Source: an optimization exercise on an open RTL-to-GDS flow (aim: small area, a short achievable clock period and few clock cycles). Production flows keep margins and buffers that such runs may drop.
Where RTL was checked, it was by simulation tests only, not by an equivalence proof against the original.

==> module alu_top, before the edit <==
module alu_top(
    input wire clk,
    input wire reset,
    input wire [7:0] operand_a,
    input wire [7:0] operand_b,
    input wire [1:0] operation,
    input wire start,
    output reg [15:0] result,
    output wire ready,
    output reg overflow,
    output reg zero
);
    wire [7:0] a = operand_a;
    wire [7:0] b = operand_b;
    wire is_mul_in = operation[1] & ~operation[0];
    function [9:0] brow(input [7:0] m, input one, input two, input neg, input ext);
        reg [9:0] m1, m2;
        begin
            m1 = {{2{ext & m[7]}}, m};
            m2 = {ext & m[7], m, 1'b0};
            brow = (({10{one}} & m1) | ({10{two}} & m2)) ^ {10{neg}};
        end
    endfunction
    function [2:0] benc(input [2:0] x);
        benc = {x[1] ^ x[0], (x[2] & ~x[1] & ~x[0]) | (~x[2] & x[1] & x[0]), x[2]};
    endfunction
    reg busy;           
    reg is_div;         
    reg [1:0] cnt;      
    reg flag;           
    reg [7:0] M;        
    reg [16:0] W;       
    wire [2:0] e0 = benc({a[1:0], 1'b0});
    wire u1_one = is_mul_in ? e0[2] : 1'b1;
    wire u1_two = is_mul_in & e0[1];
    wire u1_neg = is_mul_in ? e0[0] : operation[0];
    wire [9:0] A1 = is_mul_in ? 10'd0 : {2'b00, a};
    wire [9:0] B1 = brow(b, u1_one, u1_two, u1_neg, is_mul_in);
    wire [10:0] S1 = {1'b0, A1} + {1'b0, B1} + {10'd0, u1_neg};
    wire [7:0] s = S1[7:0];
    wire as_ov = (a[7] == (b[7] ^ operation[0])) && (s[7] != a[7]);
    wire lt = S1[9];                                 
    wire [2:0] e1 = benc(a[3:1]);
    wire [9:0] A2 = {{2{S1[9]}}, S1[9:2]};
    wire [9:0] B2 = brow(b, e1[2], e1[1], e1[0], 1'b1);
    wire [10:0] S2 = {1'b0, A2} + {1'b0, B2} + {10'd0, e1[0]};
    wire [11:0] p01 = {S2[9:0], S1[1:0]};            
    wire lt2 = {1'b0, a} < {b, 1'b0};                
    wire bz = (b == 8'd0);
    wire q7 = ({7'b0, a[7]} >= b);
    wire r1 = (q7 & ~bz) ? 1'b0 : a[7];
    wire [1:0] x2 = {r1, a[6]};
    wire q6 = ({6'b0, x2} >= b);
    wire [1:0] r2 = q6 ? (x2 - b[1:0]) : x2;
    wire [7:0] R = W[15:8];
    wire [7:0] QL = W[7:0];
    wire [11:0] P = W[11:0];
    wire [4:0] ah = W[16:12];                        
    wire [2:0] e2 = benc(ah[2:0]);
    wire [2:0] e3 = benc(ah[4:2]);
    wire d1_one = is_div | e2[2];
    wire d1_two = ~is_div & e2[1];
    wire d1_neg = is_div | e2[0];
    wire [9:0] DA1 = is_div ? {1'b0, R, QL[7]} : {{2{P[11]}}, P[11:4]};
    wire [9:0] DB1 = brow(M, d1_one, d1_two, d1_neg, ~is_div);
    wire [10:0] T1 = {1'b0, DA1} + {1'b0, DB1} + {10'd0, d1_neg};
    wire qa = ~T1[9];
    wire [7:0] Ra = qa ? T1[7:0] : {R[6:0], QL[7]};
    wire d2_one = is_div | e3[2];
    wire d2_two = ~is_div & e3[1];
    wire d2_neg = is_div | e3[0];
    wire [9:0] DA2 = is_div ? {1'b0, Ra, QL[6]} : {{2{T1[9]}}, T1[9:2]};
    wire [9:0] DB2 = brow(M, d2_one, d2_two, d2_neg, ~is_div);
    wire [10:0] T2 = {1'b0, DA2} + {1'b0, DB2} + {10'd0, d2_neg};
    wire qb = ~T2[9];
    wire [7:0] Rb = qb ? T2[7:0] : {Ra[6:0], QL[6]};
    wire [15:0] div_res = {Rb, QL[5:0], qa, qb};
    wire [15:0] mul_res = {T2[9:0], T1[1:0], P[3:0]};
    wire fast = ~operation[1] | (operation[0] & lt2);
    wire last = busy & (~is_div | cnt[1]);
    assign ready = (start & fast) | last;
    always @(posedge clk or posedge reset) begin
        if (reset) busy <= 1'b0;
        else busy <= busy ? ~last : (start & ~fast);
    end
    always @(posedge clk) begin
        if (!busy) begin
            M <= b;
            is_div <= operation[0];
            cnt <= 2'd0;
            flag <= bz | (~operation[0] & (a == 8'd0));
            W <= operation[0] ? {1'b0, 6'b0, r2, a[5:0], q7, q6} : {a[7:3], p01};
        end else begin
            cnt <= cnt + 2'd1;
            W <= {1'b0, div_res};
        end
    end
    always @(*) begin
        if (busy) begin
            if (is_div) begin
                result = div_res;
                overflow = flag;
                zero = 1'b0;
            end else begin
                result = mul_res;
                overflow = 1'b0;
                zero = flag;
            end
        end else if (operation[1]) begin
            result = lt ? {a, 8'h00} : {s, 8'h01};
            overflow = 1'b0;
            zero = lt;
        end else begin
            result = {{8{s[7]}}, s};
            overflow = as_ov;
            zero = (s == 8'd0);
        end
    end
endmodule
Settings: LEC_CHECK=0, ABC_AREA=1, CAP_MARGIN=20, CORE_MARGIN=2, CORE_UTILIZATION=40, CTS_BUF_LIST=sky130_fd_sc_hd__clkbuf_4, SETUP_SLACK_MARGIN=0.2, SLEW_MARGIN=20; clock period 7.0 ns.
standard.sh (not shown) runs the stock make flow with config.mk's settings and CLKGATE_MAP_FILE= SYNTH_SCRIPT=/design/flow/synth_recipe.tcl, a recipe that flattens the netlist after the stock synthesis.
==> flow/flow/run.sh <==
#!/bin/bash
# Standard layout, with the port buffers made of sky130_fd_sc_hd__buf_2 cells
# (buffer_ports otherwise picks the slow clkdlybuf4s50_1). Every port is still buffered.
set -euo pipefail
export BUFFER_PORTS_ARGS="-buffer_cell sky130_fd_sc_hd__buf_2"
bash standard.sh > standard.log 2>&1
Testbench counts at the start, summed over its fixed seeds: cycles 4,589.
Change:
--- a/flow/design.v
+++ b/flow/design.v
@@ -27,58 +27,56 @@
     reg busy;           
     reg is_div;         
     reg [1:0] cnt;      
     reg flag;           
     reg [7:0] M;        
     reg [16:0] W;       
-    wire [2:0] e0 = benc({a[1:0], 1'b0});
-    wire u1_one = is_mul_in ? e0[2] : 1'b1;
-    wire u1_two = is_mul_in & e0[1];
-    wire u1_neg = is_mul_in ? e0[0] : operation[0];
-    wire [9:0] A1 = is_mul_in ? 10'd0 : {2'b00, a};
-    wire [9:0] B1 = brow(b, u1_one, u1_two, u1_neg, is_mul_in);
+    wire [7:0] R = W[15:8];
+    wire [7:0] QL = W[7:0];
+    wire [11:0] P = W[11:0];
+    wire [4:0] ah = W[16:12];                        
+    wire [2:0] e2 = benc(ah[2:0]);
+    wire d1_one = is_div | e2[2];
+    wire d1_two = ~is_div & e2[1];
+    wire d1_neg = is_div | e2[0];
+    wire [9:0] DA1 = is_div ? {1'b0, R, QL[7]} : {{2{P[11]}}, P[11:4]};
+    wire [9:0] DB1 = brow(M, d1_one, d1_two, d1_neg, ~is_div);
+    wire [10:0] T1 = {1'b0, DA1} + {1'b0, DB1} + {10'd0, d1_neg};
+    wire qa = ~T1[9];
+    wire [7:0] Ra = qa ? T1[7:0] : {R[6:0], QL[7]};
+    wire [2:0] e0 = benc(busy ? ah[4:2] : {a[1:0], 1'b0});
+    wire mulmode = busy ? ~is_div : is_mul_in;
+    wire u1_one = mulmode ? e0[2] : 1'b1;
+    wire u1_two = mulmode & e0[1];
+    wire u1_neg = mulmode ? e0[0] : (busy | operation[0]);
+    reg [9:0] A1;
+    always @(*) begin
+        if (busy) A1 = is_div ? {1'b0, Ra, QL[6]} : {{2{T1[9]}}, T1[9:2]};
+        else      A1 = is_mul_in ? 10'd0 : {2'b00, a};
+    end
+    wire [9:0] B1 = brow(busy ? M : b, u1_one, u1_two, u1_neg, mulmode);
     wire [10:0] S1 = {1'b0, A1} + {1'b0, B1} + {10'd0, u1_neg};
     wire [7:0] s = S1[7:0];
     wire as_ov = (a[7] == (b[7] ^ operation[0])) && (s[7] != a[7]);
     wire lt = S1[9];                                 
+    wire qb = ~S1[9];
+    wire [7:0] Rb = qb ? S1[7:0] : {Ra[6:0], QL[6]};
     wire [2:0] e1 = benc(a[3:1]);
     wire [9:0] A2 = {{2{S1[9]}}, S1[9:2]};
     wire [9:0] B2 = brow(b, e1[2], e1[1], e1[0], 1'b1);
     wire [10:0] S2 = {1'b0, A2} + {1'b0, B2} + {10'd0, e1[0]};
     wire [11:0] p01 = {S2[9:0], S1[1:0]};            
     wire lt2 = {1'b0, a} < {b, 1'b0};                
     wire bz = (b == 8'd0);
     wire q7 = ({7'b0, a[7]} >= b);
     wire r1 = (q7 & ~bz) ? 1'b0 : a[7];
     wire [1:0] x2 = {r1, a[6]};
     wire q6 = ({6'b0, x2} >= b);
     wire [1:0] r2 = q6 ? (x2 - b[1:0]) : x2;
-    wire [7:0] R = W[15:8];
-    wire [7:0] QL = W[7:0];
-    wire [11:0] P = W[11:0];
-    wire [4:0] ah = W[16:12];                        
-    wire [2:0] e2 = benc(ah[2:0]);
-    wire [2:0] e3 = benc(ah[4:2]);
-    wire d1_one = is_div | e2[2];
-    wire d1_two = ~is_div & e2[1];
-    wire d1_neg = is_div | e2[0];
-    wire [9:0] DA1 = is_div ? {1'b0, R, QL[7]} : {{2{P[11]}}, P[11:4]};
-    wire [9:0] DB1 = brow(M, d1_one, d1_two, d1_neg, ~is_div);
-    wire [10:0] T1 = {1'b0, DA1} + {1'b0, DB1} + {10'd0, d1_neg};
-    wire qa = ~T1[9];
-    wire [7:0] Ra = qa ? T1[7:0] : {R[6:0], QL[7]};
-    wire d2_one = is_div | e3[2];
-    wire d2_two = ~is_div & e3[1];
-    wire d2_neg = is_div | e3[0];
-    wire [9:0] DA2 = is_div ? {1'b0, Ra, QL[6]} : {{2{T1[9]}}, T1[9:2]};
-    wire [9:0] DB2 = brow(M, d2_one, d2_two, d2_neg, ~is_div);
-    wire [10:0] T2 = {1'b0, DA2} + {1'b0, DB2} + {10'd0, d2_neg};
-    wire qb = ~T2[9];
-    wire [7:0] Rb = qb ? T2[7:0] : {Ra[6:0], QL[6]};
     wire [15:0] div_res = {Rb, QL[5:0], qa, qb};
-    wire [15:0] mul_res = {T2[9:0], T1[1:0], P[3:0]};
+    wire [15:0] mul_res = {S1[9:0], T1[1:0], P[3:0]};
     wire fast = ~operation[1] | (operation[0] & lt2);
     wire last = busy & (~is_div | cnt[1]);
     assign ready = (start & fast) | last;
     always @(posedge clk or posedge reset) begin
         if (reset) busy <= 1'b0;
         else busy <= busy ? ~last : (start & ~fast);
What happened: The changed run finished clean; core utilization is higher by 4.9 points; via count increases by a few percent; maximum frequency falls by a few percent; setup slack gets worse by 200 ps; wire length is higher by a few percent; clock-buffer cell count is lower by 2; area after synthesis went down by a little under a tenth; critical path depth goes up by 3.
For the second run of this note, only the layout was checked, not whether the RTL still works.

---

alu_top, a different RTL version from the one above (not shown whole).
Size in the first run: ~800 cells after synthesis, about 40 I/O pins, about 0.0051 sq mm of cells after synthesis.
==> module alu_top, before the edit <==
module alu_top(
    input wire clk,
    input wire reset,
    input wire [7:0] operand_a,
    input wire [7:0] operand_b,
    input wire [1:0] operation,
    input wire start,
    output reg [15:0] result,
    output wire ready,
    output reg overflow,
    output reg zero
);
    wire [7:0] a = operand_a;
    wire [7:0] b = operand_b;
    function [9:0] brow(input [7:0] m, input one, input two, input neg, input ext);
        reg [9:0] m1, m2;
        begin
            m1 = {{2{ext & m[7]}}, m};
            m2 = {ext & m[7], m, 1'b0};
            brow = (({10{one}} & m1) | ({10{two}} & m2)) ^ {10{neg}};
        end
    endfunction
    function [2:0] benc(input [2:0] x);
        benc = {x[1] ^ x[0], (x[2] & ~x[1] & ~x[0]) | (~x[2] & x[1] & x[0]), x[2]};
    endfunction
    reg busy;           
    reg is_div;         
    reg [1:0] cnt;      
    reg flag;           
    reg [7:0] M;        
    reg [17:0] W;       
    wire [7:0] R = W[15:8];
    wire [7:0] QL = W[7:0];
    wire [11:0] P = W[11:0];
    wire [2:0] e2 = W[14:12];
    wire [2:0] e3 = W[17:15];
    wire is_mul_in = operation[1] & ~operation[0];
    wire [2:0] e0 = benc({a[1:0], 1'b0});
    wire u1_one = is_mul_in ? e0[2] : 1'b1;
    wire u1_two = is_mul_in & e0[1];
    wire u1_neg = is_mul_in ? e0[0] : operation[0];
    wire [9:0] A1 = is_mul_in ? {3'b000, a[7], 1'b0, a[5], 1'b0, a[3], 2'b00} : {2'b00, a};
    wire [9:0] B1 = brow(b, u1_one, u1_two, u1_neg, is_mul_in);
    wire [10:0] S1 = {1'b0, A1} + {1'b0, B1} + {10'd0, u1_neg};
    wire [7:0] s = S1[7:0];
    wire as_ov = (a[7] == (b[7] ^ operation[0])) && (s[7] != a[7]);
    wire lt = S1[9];                                 
    wire lt2 = {1'b0, a} < {b, 1'b0};                
    wire [7:0] zx = a ^ b;
    wire s_zero = operation[0] ? (zx == 8'd0) : (zx == {a[6:0] | b[6:0], 1'b0});
    wire bz = (b == 8'd0);
    wire q7 = ({7'b0, a[7]} >= b);
    wire r7 = q7 ? (a[7] - b[0]) : a[7];
    wire [1:0] x6 = {r7, a[6]};
    wire q6 = ({6'b0, x6} >= b);
    wire [1:0] r6 = q6 ? (x6 - b[1:0]) : x6;
    wire [2:0] x5 = {r6, a[5]};
    wire q5 = ({5'b0, x5} >= b);
    wire [2:0] r5 = q5 ? (x5 - b[2:0]) : x5;
    wire [9:0] row2 = brow(M, e2[2], e2[1], e2[0], 1'b1);
    wire [9:0] row3 = brow(M, e3[2], e3[1], e3[0], 1'b1);
    wire [11:0] cx = {{4{P[11]}}, P[11:4]};
    wire [11:0] cy = {{2{row2[9]}}, row2};
    wire [11:0] cz = {row3, 2'b00};
    wire [11:0] cs = cx ^ cy ^ cz;
    wire [11:0] cc = {(cx[10:0] & cy[10:0]) | (cx[10:0] & cz[10:0]) | (cy[10:0] & cz[10:0]), 1'b0};
    wire [11:0] DA = is_div ? {3'b000, R, QL[7]} : cs;
    wire [11:0] DB = is_div ? {4'b1111, ~M} : cc;
    wire d_ci = is_div;
    wire [12:0] T = {1'b0, DA} + {1'b0, DB} + {12'd0, d_ci};
    wire qa = ~T[11];
    wire [7:0] Ra = qa ? T[7:0] : {R[6:0], QL[7]};
    wire [2:0] e1 = benc(a[3:1]);
    wire u2_one = busy | e1[2];
    wire u2_two = ~busy & e1[1];
    wire u2_neg = busy | e1[0];
    wire u2_ci = busy;
    wire [9:0] A2 = busy ? {1'b0, Ra, QL[6]} : {{2{S1[9]}}, S1[9:2]};
    wire [9:0] B2 = brow(busy ? M : b, u2_one, u2_two, u2_neg, ~busy);
    wire [10:0] S2 = {1'b0, A2} + {1'b0, B2} + {10'd0, u2_ci};
    wire qb = ~S2[9];
    wire [7:0] Rb = qb ? S2[7:0] : {Ra[6:0], QL[6]};
    wire [11:0] p01 = {S2[9:0], S1[1:0]};            
    wire fast = ~operation[1] | (operation[0] & lt2);
    wire last = busy & (~is_div | cnt[1]);
    assign ready = (start & fast) | last;
    always @(posedge clk or posedge reset) begin
        if (reset) busy <= 1'b0;
        else busy <= busy ? ~last : (start & ~fast);
    end
    always @(posedge clk) begin
        if (!busy) begin
            M <= b;
            is_div <= operation[0];
            cnt <= 2'd0;
            flag <= bz | (~operation[0] & (a == 8'd0));
            W <= operation[0] ? {2'b0, 5'b0, r5, a[4:0], q7, q6, q5} : {benc(a[7:5]), benc(a[5:3]), p01};
        end else begin
            cnt <= cnt + 2'd1;
            W <= {2'b0, Rb, QL[5:0], qa, qb};
        end
    end
    always @(*) begin
        if (busy) begin
            if (is_div) begin
                result = {Ra, QL[6:0], qa};
                overflow = flag;
                zero = 1'b0;
            end else begin
                result = {T[11:0], P[3:0]};
                overflow = 1'b0;
                zero = flag;
            end
        end else if (operation[1]) begin
            result = lt ? {a, 8'h00} : {s, 8'h01};
            overflow = 1'b0;
            zero = lt;
        end else begin
            result = {{8{s[7]}}, s};
            overflow = as_ov;
            zero = s_zero;
        end
    end
endmodule
clock: 7.0 ns
lec_check: 0
abc_area: 1
cap_margin: 20
core_margin: 2
core_utilization: 40
setup_slack_margin: 0.2
slew_margin: 20
Scripts as last shown in full above: flow/flow/run.sh
Rerun with:
--- a/flow/design.v
+++ b/flow/design.v
@@ -25,41 +25,40 @@
     endfunction
     reg busy;           
     reg is_div;         
     reg [1:0] cnt;      
     reg flag;           
     reg [7:0] M;        
-    reg [17:0] W;       
+    reg [16:0] W;       
     wire [7:0] R = W[15:8];
     wire [7:0] QL = W[7:0];
     wire [11:0] P = W[11:0];
-    wire [2:0] e2 = W[14:12];
-    wire [2:0] e3 = W[17:15];
+    wire [4:0] ah = W[16:12];
     wire is_mul_in = operation[1] & ~operation[0];
     wire [2:0] e0 = benc({a[1:0], 1'b0});
     wire u1_one = is_mul_in ? e0[2] : 1'b1;
     wire u1_two = is_mul_in & e0[1];
     wire u1_neg = is_mul_in ? e0[0] : operation[0];
     wire [9:0] A1 = is_mul_in ? {3'b000, a[7], 1'b0, a[5], 1'b0, a[3], 2'b00} : {2'b00, a};
     wire [9:0] B1 = brow(b, u1_one, u1_two, u1_neg, is_mul_in);
     wire [10:0] S1 = {1'b0, A1} + {1'b0, B1} + {10'd0, u1_neg};
     wire [7:0] s = S1[7:0];
     wire as_ov = (a[7] == (b[7] ^ operation[0])) && (s[7] != a[7]);
     wire lt = S1[9];                                 
     wire lt2 = {1'b0, a} < {b, 1'b0};                
-    wire [7:0] zx = a ^ b;
-    wire s_zero = operation[0] ? (zx == 8'd0) : (zx == {a[6:0] | b[6:0], 1'b0});
     wire bz = (b == 8'd0);
     wire q7 = ({7'b0, a[7]} >= b);
     wire r7 = q7 ? (a[7] - b[0]) : a[7];
     wire [1:0] x6 = {r7, a[6]};
     wire q6 = ({6'b0, x6} >= b);
     wire [1:0] r6 = q6 ? (x6 - b[1:0]) : x6;
     wire [2:0] x5 = {r6, a[5]};
     wire q5 = ({5'b0, x5} >= b);
     wire [2:0] r5 = q5 ? (x5 - b[2:0]) : x5;
+    wire [2:0] e2 = benc(ah[2:0]);
+    wire [2:0] e3 = benc(ah[4:2]);
     wire [9:0] row2 = brow(M, e2[2], e2[1], e2[0], 1'b1);
     wire [9:0] row3 = brow(M, e3[2], e3[1], e3[0], 1'b1);
     wire [11:0] cx = {{4{P[11]}}, P[11:4]};
     wire [11:0] cy = {{2{row2[9]}}, row2};
     wire [11:0] cz = {row3, 2'b00};
     wire [11:0] cs = cx ^ cy ^ cz;
@@ -91,16 +90,16 @@
     always @(posedge clk) begin
         if (!busy) begin
             M <= b;
             is_div <= operation[0];
             cnt <= 2'd0;
             flag <= bz | (~operation[0] & (a == 8'd0));
-            W <= operation[0] ? {2'b0, 5'b0, r5, a[4:0], q7, q6, q5} : {benc(a[7:5]), benc(a[5:3]), p01};
+            W <= operation[0] ? {1'b0, 5'b0, r5, a[4:0], q7, q6, q5} : {a[7:3], p01};
         end else begin
             cnt <= cnt + 2'd1;
-            W <= {2'b0, Rb, QL[5:0], qa, qb};
+            W <= {1'b0, Rb, QL[5:0], qa, qb};
         end
     end
     always @(*) begin
         if (busy) begin
             if (is_div) begin
                 result = {Ra, QL[6:0], qa};
@@ -115,10 +114,10 @@
             result = lt ? {a, 8'h00} : {s, 8'h01};
             overflow = 1'b0;
             zero = lt;
         end else begin
             result = {{8{s[7]}}, s};
             overflow = as_ov;
-            zero = s_zero;
+            zero = (s == 8'd0);
         end
     end
 endmodule
The changed run ran to the end with no violations.
Hold slack is about the same.
First-iteration DRC count fell by 23%.
Via count falls by 6.6%.
Global-route usage climbs by 4.1 points.
Clock-buffer cell count grows by 1.
Synthesized area shrinks by 4.7%.
Die area drops by 4.6%.
Worst setup slack loses 280 ps.
Design area falls by 3.9%.
Cell count drops by 8.5%.
Core utilization grows by 0.43 points.
Function was not checked in any run of this note: the RTL went through the layout flow alone.

[port drivers added, routing unchanged]
Ports are ideal in the flow. The routed layouts listed here were re-timed in OpenROAD.
Step 1 (the two cells are an assumption about what drives the block):
set clk [get_ports {clk}]
set_driving_cell -lib_cell sky130_fd_sc_hd__clkbuf_16 $clk
set_driving_cell -lib_cell sky130_fd_sc_hd__buf_2 [delete_from_list [all_inputs] $clk]
Step 2 moves the port delays by t, midway between the first and last clock arrival at a register: inputs arrive t later, outputs are due t later. That takes back most of the time a late clock gives input paths.
a / b / c = ideal / step 1 / step 2; a / b = the first two.
run | t (ns) | slack for setup (ns) | slew at the worst register clock pin (ns)
the first run of note 1 | 0.358 | 0.617 / 0.585 / 0.841 | 0.10 / 0.10
the second run of note 1 | 0.378 | 0.419 / 0.388 / 0.766 | 0.12 / 0.12
the first run of note 2 | 0.312 | 1.027 / 0.991 / 0.995 | 0.06 / 0.06
the second run of note 2 | 0.316 | 0.747 / 0.747 / 0.576 | 0.06 / 0.06
After both steps every run listed still meets setup and hold. The setup slack of the second run of note 2, which loses most, moves by 0.000 ns with the drivers and by -0.171 ns with both steps.
